What follows belongs to an exercise in optimizing a design on an open flow for small area, a short achievable clock period and few clock cycles per item; a production flow would make more cautious choices.
Only simulation tests tie the RTL to the original design; equivalence was not proved.
Power and IR drop assume default switching activity.

nickel:
==> module sha1_exec, before the edit <==
module sha1_exec(clk, reset, start, data_in, load_in, cv,
  use_prev_cv, busy, out_valid, cv_next);
   input clk, reset;
   input start;
   input [31:0] data_in;
   input load_in;
   input [159:0] cv;
   input use_prev_cv;
   output        busy;
   output        out_valid;
   output [159:0] cv_next;
   reg            run;         
   reg [6:0]      e;           
   reg            feed_q;      
   reg            valid_q, busy_q;
   reg            is0, is1, le15, ring_q, ysel_q, last_q;
   reg            g0, g1, g2, g3;   
   reg            q1, q0, x12;      
   wire           start_nc = start & ~use_prev_cv;
   wire           step = is0 | (le15 ? feed_q : run);
   wire [6:0]     e_adv = step ? e + 7'd1 : e;
   wire           zero = reset | start_nc | last_q;
   wire [6:0]     e_n = zero ? 7'd0 : e_adv;
   always @(posedge clk) begin
      e       <= e_n;
      is0     <= zero | (e_adv == 7'd0);
      is1     <= ~zero & (e_adv == 7'd1);
      le15    <= zero | (e_adv <= 7'd15);
      ring_q  <= ~zero & (e_adv >= 7'd78);
      ysel_q  <= ~zero & (e_adv >= 7'd81);
      last_q  <= ~zero & (e_adv == 7'd82);
      g0      <= zero | (e_adv <= 7'd20);
      g1      <= ~zero & (e_adv >= 7'd21) & (e_adv <= 7'd40);
      g2      <= ~zero & (e_adv >= 7'd41) & (e_adv <= 7'd60);
      g3      <= ~zero & (e_adv >= 7'd61);
      q1      <= ~zero & (e_adv >= 7'd41);
      q0      <= ~zero & (((e_adv >= 7'd21) & (e_adv <= 7'd40)) | (e_adv >= 7'd61));
      x12     <= ~zero & (e_adv >= 7'd21) & (e_adv <= 7'd60);
      if (reset) begin
         run     <= 1'b0;
         feed_q  <= 1'b0;
         have16  <= 1'b0;
         valid_q <= 1'b0;
         busy_q  <= 1'b1;
      end else begin
         run     <= start | (run & ~last_q);
         feed_q  <= load_in | (run & le15);
         have16  <= ~start & ~run & ~le15 & (feed_q | have16);
         valid_q <= last_q;
         busy_q  <= ~last_q;
      end
   end
   assign out_valid = valid_q;
   assign busy = busy_q;
   reg [479:0]    wv;
   reg [31:0]     dq;
   reg            have16;      
   wire [31:0]    wx = wv[479:448] ^ wv[415:384] ^ wv[223:192] ^ wv[63:32];
   wire [31:0]    wgen = {wx[30:0], wx[31]};
   wire           push = run | (feed_q & le15);
   wire           dq_hold = ~run & ~le15 & (feed_q | have16);
   always @(posedge clk) begin
      if (push)
        wv <= {wv[447:0], dq};
      if (~dq_hold)
        dq <= run ? (le15 ? wv[479:448] : wgen) : data_in;
   end
   wire [31:0]    wt = dq;
   reg [159:0]    h_q;
   wire [31:0]    h0 = h_q[159:128];
   wire [31:0]    h1 = h_q[127:96];
   wire [31:0]    h2 = h_q[95:64];
   wire [31:0]    h3 = h_q[63:32];
   wire [31:0]    h4 = h_q[31:0];
   reg [31:0]     a, b, c, d, F, P;
   wire [31:0]    b30 = {b[1:0], b[31:2]};
   wire [31:0]    fch  = (a & b30) | (~a & c);
   wire [31:0]    fpar = a ^ b30 ^ c;
   wire [31:0]    fmaj = (a & b30) | (a & c) | (b30 & c);
   wire [31:0]    f = g0 ? fch : (g2 ? fmaj : fpar);
   wire [31:0]    K = {q1, ~g2, g1, g0, 1'b1, x12, 1'b1, g2,
                      ~q1, q0, g3, x12, x12, 1'b0, ~g1, x12,
                      ~g0, ~g2, ~g3, ~q0, ~g3, g2, g1, ~g2,
                      1'b1, q1, g1, ~g1, ~q0, q1, g3, ~q1};
   wire [31:0]    p_n;
   sha1_add3 add_p (.x(d), .y(wt), .z(K), .s(p_n));
   wire [31:0]    a_sum;
   sha1_add3 add_a (.x({a[26:0], a[31:27]}), .y(F), .z(P), .s(a_sum));
   always @(posedge clk)
     if (step) begin
        if (is0) begin
           a <= h1;
           b <= {h2[29:0], h2[31:30]};
           c <= h3;
           d <= h4;
        end else begin
           a <= is1 ? h0 : a_sum;
           b <= a;
           c <= b30;
           d <= c;
        end
        F <= f;
        P <= p_n;
     end
   wire [31:0]    y = ysel_q ? a : {a[1:0], a[31:2]};
   wire [31:0]    r_sum;
   sha1_add2 add_r (.x(h4), .y(y), .s(r_sum));
   always @(posedge clk)
     if (start_nc | ring_q)
       h_q <= ring_q ? {r_sum, h0, h1, h2, h3} : cv;
   assign cv_next = h_q;
endmodule  
export LEC_CHECK = 0
export ABC_AREA = 1
export CAP_MARGIN = 20
export CORE_MARGIN = 2
export CORE_UTILIZATION = 40
export CTS_CLUSTER_DIAMETER = 150
export CTS_CLUSTER_SIZE = 25
export PLACE_DENSITY = 0.72
export SETUP_SLACK_MARGIN = 5
export SLEW_MARGIN = 20
create_clock -name core_clock -period 8.0 [get_ports {clk}]
standard.sh (not shown) runs the stock make flow with config.mk's settings and CLKGATE_MAP_FILE= SYNTH_SCRIPT=/design/flow/synth_recipe.tcl, a recipe that flattens the netlist after the stock synthesis.
==> flow/flow/run.sh <==
#!/bin/bash
# Layout flow: the standard ORFS flow (standard.sh, unchanged synthesis),
# with the input/output port buffers inserted as buf_1 instead of ORFS's
# default pick (the resizer upsizes them where timing needs it), and clock
# tree synthesis without dummy loads.
# The make output goes to flow_make.log here; each ORFS step keeps its own
# log under orfs/logs/.
set -euo pipefail
export BUFFER_PORTS_ARGS="-buffer_cell sky130_fd_sc_hd__buf_1"
export CTS_ARGS="-sink_clustering_enable -repair_clock_nets -sink_clustering_size 25 -sink_clustering_max_diameter 150 -dont_use_dummy_load"
bash standard.sh finish > flow_make.log 2>&1
Testbench counts of nickel, summed over its fixed seeds: cycles 33,416, blocks 384.
[inputs] garnet vs nickel
-- flow/design.v --
<<< nickel, line 83
   reg [6:0]      e;           
   reg            feed_q;      
   reg            valid_q, busy_q;
   reg            is0, is1, le15, ring_q, ysel_q, last_q;
   reg            g0, g1, g2, g3;   
>>> garnet, line 83
   reg [6:0]      e;           
   reg            feed_q;      
   reg            lost_q;      
   reg            have16;      
   reg            valid_q;
   reg            is0, is1, le15, ring_q, ysel_q, last_q;
   reg            g0, g1, g2, g3;   
<<< nickel, line 89
   wire           start_nc = start & ~use_prev_cv;
   wire           step = is0 | (le15 ? feed_q : run);
   wire [6:0]     e_adv = step ? e + 7'd1 : e;
   wire           zero = reset | start_nc | last_q;
   wire [6:0]     e_n = zero ? 7'd0 : e_adv;
   always @(posedge clk) begin
>>> garnet, line 91
   wire           start_nc = start & ~use_prev_cv;
   wire           step = is0 | (le15 ? feed_q : run);
   wire           pre = is0 | (is1 & ~feed_q & ~run);
   wire           stall = ~run & ~is0 & ~is1 & ~(le15 & feed_q);
   wire           start_rp = start & (~use_prev_cv | lost_q | stall);
   wire [6:0]     e_adv = step ? e + 7'd1 : e;
   wire           zero = reset | start_rp | last_q;
   wire [6:0]     e_n = zero ? 7'd0 : e_adv;
   always @(posedge clk) begin
<<< nickel, line 110
         run     <= 1'b0;
         feed_q  <= 1'b0;
         have16  <= 1'b0;
         valid_q <= 1'b0;
         busy_q  <= 1'b1;
      end else begin
         run     <= start | (run & ~last_q);
         feed_q  <= load_in | (run & le15);
         have16  <= ~start & ~run & ~le15 & (feed_q | have16);
         valid_q <= last_q;
         busy_q  <= ~last_q;
      end
   end
   assign out_valid = valid_q;
   assign busy = busy_q;
   reg [479:0]    wv;
   reg [31:0]     dq;
   reg            have16;      
   wire [31:0]    wx = wv[479:448] ^ wv[415:384] ^ wv[223:192] ^ wv[63:32];
   wire [31:0]    wgen = {wx[30:0], wx[31]};
>>> garnet, line 115
         run     <= 1'b0;
         feed_q  <= 1'b0;
         lost_q  <= 1'b0;
         have16  <= 1'b0;
         valid_q <= 1'b0;
      end else begin
         run     <= start | (run & ~last_q);
         feed_q  <= load_in | (run & le15);
         lost_q  <= ~is0 & (lost_q | stall);
         have16  <= ~start & ~run & ~le15 & (feed_q | have16);
         valid_q <= last_q;
      end
   end
   assign out_valid = valid_q;
   assign busy = ~valid_q;
   reg [479:0]    wv;
   reg [31:0]     dq;
   wire [31:0]    wx = wv[479:448] ^ wv[415:384] ^ wv[223:192] ^ wv[63:32];
   wire [31:0]    wgen = {wx[30:0], wx[31]};
<<< nickel, line 157
   wire [31:0]    a_sum;
   sha1_add3 add_a (.x({a[26:0], a[31:27]}), .y(F), .z(P), .s(a_sum));
   always @(posedge clk)
     if (step) begin
        if (is0) begin
           a <= h1;
           b <= {h2[29:0], h2[31:30]};
           c <= h3;
           d <= h4;
        end else begin
           a <= is1 ? h0 : a_sum;
           b <= a;
           c <= b30;
           d <= c;
        end
        F <= f;
        P <= p_n;
     end
   wire [31:0]    y = ysel_q ? a : {a[1:0], a[31:2]};
   wire [31:0]    r_sum;
>>> garnet, line 161
   wire [31:0]    a_sum;
   sha1_add3 add_a (.x({a[26:0], a[31:27]}), .y(F), .z(P), .s(a_sum));
   always @(posedge clk) begin
      if (pre) begin
         a <= h1;
         b <= {h2[29:0], h2[31:30]};
         c <= h3;
         d <= h4;
      end else begin
         a <= is1 ? h0 : a_sum;
         b <= a;
         c <= b30;
         d <= c;
      end
      F <= f;
      P <= p_n;
   end
   wire [31:0]    y = ysel_q ? a : {a[1:0], a[31:2]};
   wire [31:0]    r_sum;
--- outcome ---
- garnet vs nickel, cell depth of the worst flop-to-flop path went up by 3.
- Clock power share is lower on garnet
- Cell count on garnet is down relative to nickel.
- Between garnet and nickel, synthesized cell count is higher for garnet, nickel comes in under that.
- garnet — number of search-and-repair iterations in the first detailed-routing pass 1 higher, nickel as reference
- Status: worst hold slack parity (garnet, nickel)
- Higher wire length was reported by nickel, not garnet.
- Compared with nickel, garnet shows a switching part of the total that is 2.9 points higher.
- In the tables for garnet and nickel, combinational logic power reads higher with garnet.
- Diff nickel..garnet | number of buffers added by the clock tree synthesis step | unchanged
- garnet vs nickel: tap cell count down in garnet
- nickel ended up with h_q[105] as its beginning of the critical path; garnet ended up with h_q[19].
- Measured against each other, garnet and nickel differ in clock period minus final worst setup slack, the higher figure coming from nickel.
Testbench counts of garnet, summed over its fixed seeds: cycles 33,416, blocks 384.

static timing again, ports no longer ideal:
How much do the figures lean on ideal ports? The routed layouts below were timed once more, with nothing changed but the port constraints.
Step 1 (the two cells are an assumption about what drives the block):
set clk [get_ports {clk}]
set_driving_cell -lib_cell sky130_fd_sc_hd__clkbuf_16 $clk
set_driving_cell -lib_cell sky130_fd_sc_hd__buf_2 [delete_from_list [all_inputs] $clk]
Step 2 moves the port delays by t, midway between the first and last clock arrival at a register: inputs arrive t later, outputs are due t later. That takes back most of the time a late clock gives input paths.
a / b / c = ideal ports / drivers / drivers and shift; a / b = the first two.
| run | shift t [ns] | setup slack, ns | worst setup path after step 2 | clock arrival spread, ns |
|---|---|---|---|---|
| nickel | 0.655 | 5.031 / 4.965 / 4.528 | input to register | 0.043 / 0.043 |
| garnet | 0.664 | 5.042 / 4.971 / 4.596 | input to register | 0.049 / 0.050 |
After both steps every run listed still meets setup and hold. For nickel, which loses most, drivers alone change the setup slack by -0.066 ns; drivers and shift together by -0.503 ns.
